This design comes from an exercise in tuning for small area and a short achievable clock period on the open sky130 flow, not from production work.
Function was not checked in any run shown here: the RTL went through the layout flow alone.

==> flow/design.v (outline; a module is shown in full before it is edited, if it fits) <==
// module izhikevich: 5462 lines
module izhikevich (clk, a, b, c, d, v, u, i, v_prime, u_prime, fired);
  // ...
==> flow/flow/run.sh <==
#!/bin/bash
# Standard ORFS layout (the standard.sh, unchanged synthesis), with the
# timing-repair steps aiming for a larger setup slack than the default.
set -euo pipefail
bash standard.sh SETUP_SLACK_MARGIN=8 finish > standard_flow.log 2>&1
==> flow/standard.sh <==
#!/bin/bash
# synth_recipe.tcl (not shown) runs the flow's synth.tcl, then flattens the netlist and writes it again
# the make line also repeats each setting of config.mk as NAME=value (left out here)
make -C /OpenROAD-flow-scripts/flow DESIGN_CONFIG=/design/flow/config.mk WORK_HOME=/design/flow/orfs CLKGATE_MAP_FILE= SYNTH_SCRIPT=/design/flow/synth_recipe.tcl "${@:-finish}"
==> flow/config.mk <==
export PLATFORM = sky130hd
export DESIGN_NAME = izhikevich
export DESIGN_NICKNAME = izhikevich
export VERILOG_FILES = /design/flow/design.v
export SDC_FILE = /design/flow/constraint.sdc
export NUM_CORES = 4
export LEC_CHECK = 0
export ABC_AREA = 1
export CAP_MARGIN = 20
export CORE_MARGIN = 2
export CORE_UTILIZATION = 40
export SLEW_MARGIN = 20
==> flow/constraint.sdc <==
create_clock -name core_clock -period 24.0 [get_ports {clk}]
set_input_delay 4.8000 -clock core_clock [delete_from_list [all_inputs] [get_ports {clk}]]
set_output_delay 4.8000 -clock core_clock [all_outputs]
set_load 0.01 [all_outputs]
==> flow_summary.yaml, run 1 <==
run_status:
  status: "timing/DRC/antenna clean"
worst_setup_path:
  worstSetupStartpoint: "v[9]"
  cp_common_cell: "inv_2"
  max_stage_delay_ps: 540
  crit_path_start_kind: "input pin"
  cp_max_fo: 8
detailed_routing:
  drtPass1Iterations: 6
  highest_layer: "met4"
  ant_nets: 0
  met1_length_um: 41300
final_layout:
  inverters: 793
  clkCellAreaFrac_pct: 0.402
  stdcell_count: 4910
  reg_top3: "u_prime: 17 flops, v_prime: 17 flops, fired: 1 flops"
  dominant_cells: "multi-input gates"
  final_common_cell: "inv_1"
  seq_cells: 35
clocking:
  postCtsResizedCells: 150
  post_cts_buffers: 35
  cts_buffers: 5
synth:
  yosys.area.top_type: "fa_1"
  synth_top_family_by_area: "adder cells"
  yosysMostFrequentCell: "inv_1"
  synthSimpleGateAreaFrac_pct: 12.4
  synth_edf_count: 0
place:
  gp_congestion: 0.906
floorplan:
  tap_cells: 940
  die_area_um2: 73000
  core_area_um2: 70000
  rows: 97
  start_util_pct: 40.5
grt:
  grt_pass1_vias: 24800
  grt_pass1_wl_um: 141000
sta:
  rsz0062_at_grt: "true"
  worst_pin_slew_ps: 1090
==> run 2, diff against run 1 <==
==> flow/flow/run.sh (replaced) <==
#!/bin/bash
# Standard ORFS layout (the standard.sh, unchanged synthesis), with the
# timing-repair steps aiming for a larger setup slack than the default.
set -euo pipefail
bash standard.sh SETUP_SLACK_MARGIN=7 finish > standard_flow.log 2>&1
==> flow_summary.yaml, run 2 <==
grt:
  grt_pass1_wl_um: 140000
  grt_pass1_vias: 24400
  grt_overflow: 0
  grtUsageTotal_pct: 23.9
  antenna_found_initial: 0
  grt_max_degree: 44
sta:
  worst_pin_slew_ps: 1090
  max-slew-margin-rel_pct: 26.1
  finalSetupTns_ps: 0
  post-route-period-util_pct: 67.9
  hold_viol: 0
  rsz0062_at_grt: "false"
  finalWorstSetupSlack_ps: 7710
  setup_viol: 0
  slew_viol_final: 0
  max_freq_ghz: 0.0614
  period_needed_ps: 16290
run:
  max_cap_violations: 0
worst_setup_path:
  cp-end-kind: "register"
  slowest_stage: "fa_1"
  arrival_ps: 16470
  cp_max_fo: 27
  path_class: "in -> reg"
  worstPathRequired_ps: 24180
  crit_path_start_kind: "input pin"
  max_stage_delay_ps: 520
  cp_common_cell: "fa_1"
detailed_routing:
  drc: 0
  drtIter0Drc: 2126
  drtPass1Iterations: 5
  ant_nets: 0
  routed_via_density: 5.35
  routed-via-count: 25400
  wl_per_cell_um: 18.9
  drt_wl_total_um: 89900
floorplan:
  ios: 155
  start_util_pct: 40.5
  die_w_um: 270
  core_area_um2: 70000
  rows: 97
  die_h_um: 270
  die_area_um2: 73000
final_layout:
  num_antenna_cells: 0
  final_cell_mix: "inv_1 (746), xor2_1 (482), nand2_1 (401)"
  post-route-util_pct: 45.5
  drive_above_1_share_pct: 6.96
  fillers: 7046
  stdcell_count: 4750
  finalNetCount: 4642
  reg_top3: "u_prime: 17 flops, v_prime: 17 flops, fired: 1 flops"
  final_common_cell: "inv_1"
  syn2layout_area_growth_pct: 12.5
clocking:
  clockBufferDepth: 2
  cts_root_buf: "clkbuf_16"
  cts_buffers: 5
  cts_num_sinks: 35
  cts_tree: "yes"
  ctsHtreeMaxLevel: 2
  clkTransAtPathRegs_ps: 60
synth:
  ys_seq_area_share_pct: 2.47
  synthesis.nets: 4539
  synth_edf_count: 0
  ys.flop_type: "dfxtp_1"
  yosysMostFrequentCell: "inv_1"
  syn_area_um2: 28300
  synthCells: 3706
  yosys-top-cells-count: "inv_1 (751), xor2_1 (483), nand2_1 (408)"
  synth_cell_types: 61
  synth_area_per_cell_um2: 7.64
  yosys.area.top_type: "fa_1"
  async_flop_share_pct: 0
  synth_top_cell_area_share_pct: 21.8
  yosys_warnings: 1
  ys_top_cells_by_area: "fa_1 (22%), ha_1 (18%), xor2_1 (15%)"
  ys_ff_latch: 35
place:
  placed_cells: 4689
  dpl.hpwl_um: 70000
  preCtsSetupSlack_ps: 4250
  gp_congestion: 0.920
  numPortBuffers: 154
hold_path:
  worst_hold_path_type: "in -> reg"
run_status:
  status: "timing/DRC/antenna clean"
run 2: changes by cell type in the layout (fill, tap and decap cells not counted), sizes merged, moves of 5 or more:
cell,before,now
inv,755,765
clkinvlp,16,5
buf,239,88
clkinv,23,18
dlymetal6s2s,1,6
bufbuf,6,1
run 2: logic make-up (layout without fill, tap and decap cells):
| group | after synthesis | count (layout) | share of synthesized area (%) |
|---|---|---|---|
| adders and majority gates | 714 | 714 | 39.7 |
| muxes | 7 | 7 | 0.247 |
| and+or+nand+nor | 780 | 781 | 12.4 |
| xor gates and xnor gates | 606 | 606 | 18.9 |
| AOI/OAI and AO/OA | 628 | 628 | 13.7 |
| buffers and inverters | 936 | 1039 | 12.6 |
| DFF | 35 | 35 | 2.47 |
run 2: layer usage:
| metal | vias up | GRT usage (%) | wire length, um |
|---|---|---|---|
| li1 | 12100 | - | - |
| met1 | 12200 | 35.0 | 41700 |
| met2 | 982 | 38.3 | 40100 |
| met3 | 120 | 1.86 | 6230 |
| met4 | 0 | 5.39 | 1920 |
| met5 | - | 0 | 0 |
run 2: final timing paths:
path	slack, ps	to	from	cells past startpoint
hold / removal	5040	v_prime[14]	c[14]	3
setup / recovery	7710	u_prime[16]	v[9]	57
run 2: area by class of cell:
type | count | area [um2] | area share (%)
clock inverter | 2 | 60.1 | 0.188
multi-input combinational | 2736 | 24300 | 76.4
clock buffer | 6 | 129 | 0.404
timing repair inverter | 6 | 30.0 | 0.0942
timing repair buffer | 243 | 2420 | 7.58
inverter | 782 | 3020 | 9.47
tap | 940 | 1180 | 3.69
sequential | 35 | 701 | 2.20
run 2: what timing repair did:
item,in CTS,in global routing
setup endpoints to repair,16,32
hold buffers,0,0
cloned,3,10
pin swaps,4,7
gates resized for setup,61,90
hold endpoints to repair,0,0
buffers inserted,13,27
run 2: worst max-delay path, delay by kind of cell:
kind	cells	cell delay [ps]
AOI/OAI and AO/OA	11	1670
xor gates and xnor gates	2	440
adders and majority gates	13	5770
buffers and inverters	16	1730
and+or+nand+nor	15	1970
run 2: through the flow:
stage	hold slack [ps]	instance area, um2
finish	5040	31900
global route	5050	31900
CTS	5030	31300
detailed placement	5340	30700
global placement	5330	30700
floorplan	4910	28300

[separate check: timing with driven ports]
In the flow no input, the clock included, has a driving cell. The finished layouts below were timed again as built, in two steps.
Step 1, drivers: a clkbuf_16 drives clk and a buf_2 each remaining input, both assumed.
Step 2 moves the port delays by t, midway between the first and last clock arrival at a register: inputs arrive t later, outputs are due t later. That takes back most of the time a late clock gives input paths.
Slacks: ideal / step 1 / step 2; pairs: ideal / step 1.
| run | t (ns) | setup WS [ns] | hold slack, ns | worst register clock-pin slew, ns |
|---|---|---|---|---|
| run 1 | 0.335 | 8.093 / 8.091 / 7.756 | 5.035 / 5.008 / 5.343 | 0.06 / 0.06 |
| run 2 | 0.340 | 7.712 / 7.735 / 7.396 | 5.037 / 5.015 / 5.354 | 0.06 / 0.06 |
After both steps every run listed still meets setup and hold. The setup slack of run 1, which loses most, moves by -0.002 ns with the drivers and by -0.337 ns with both steps.
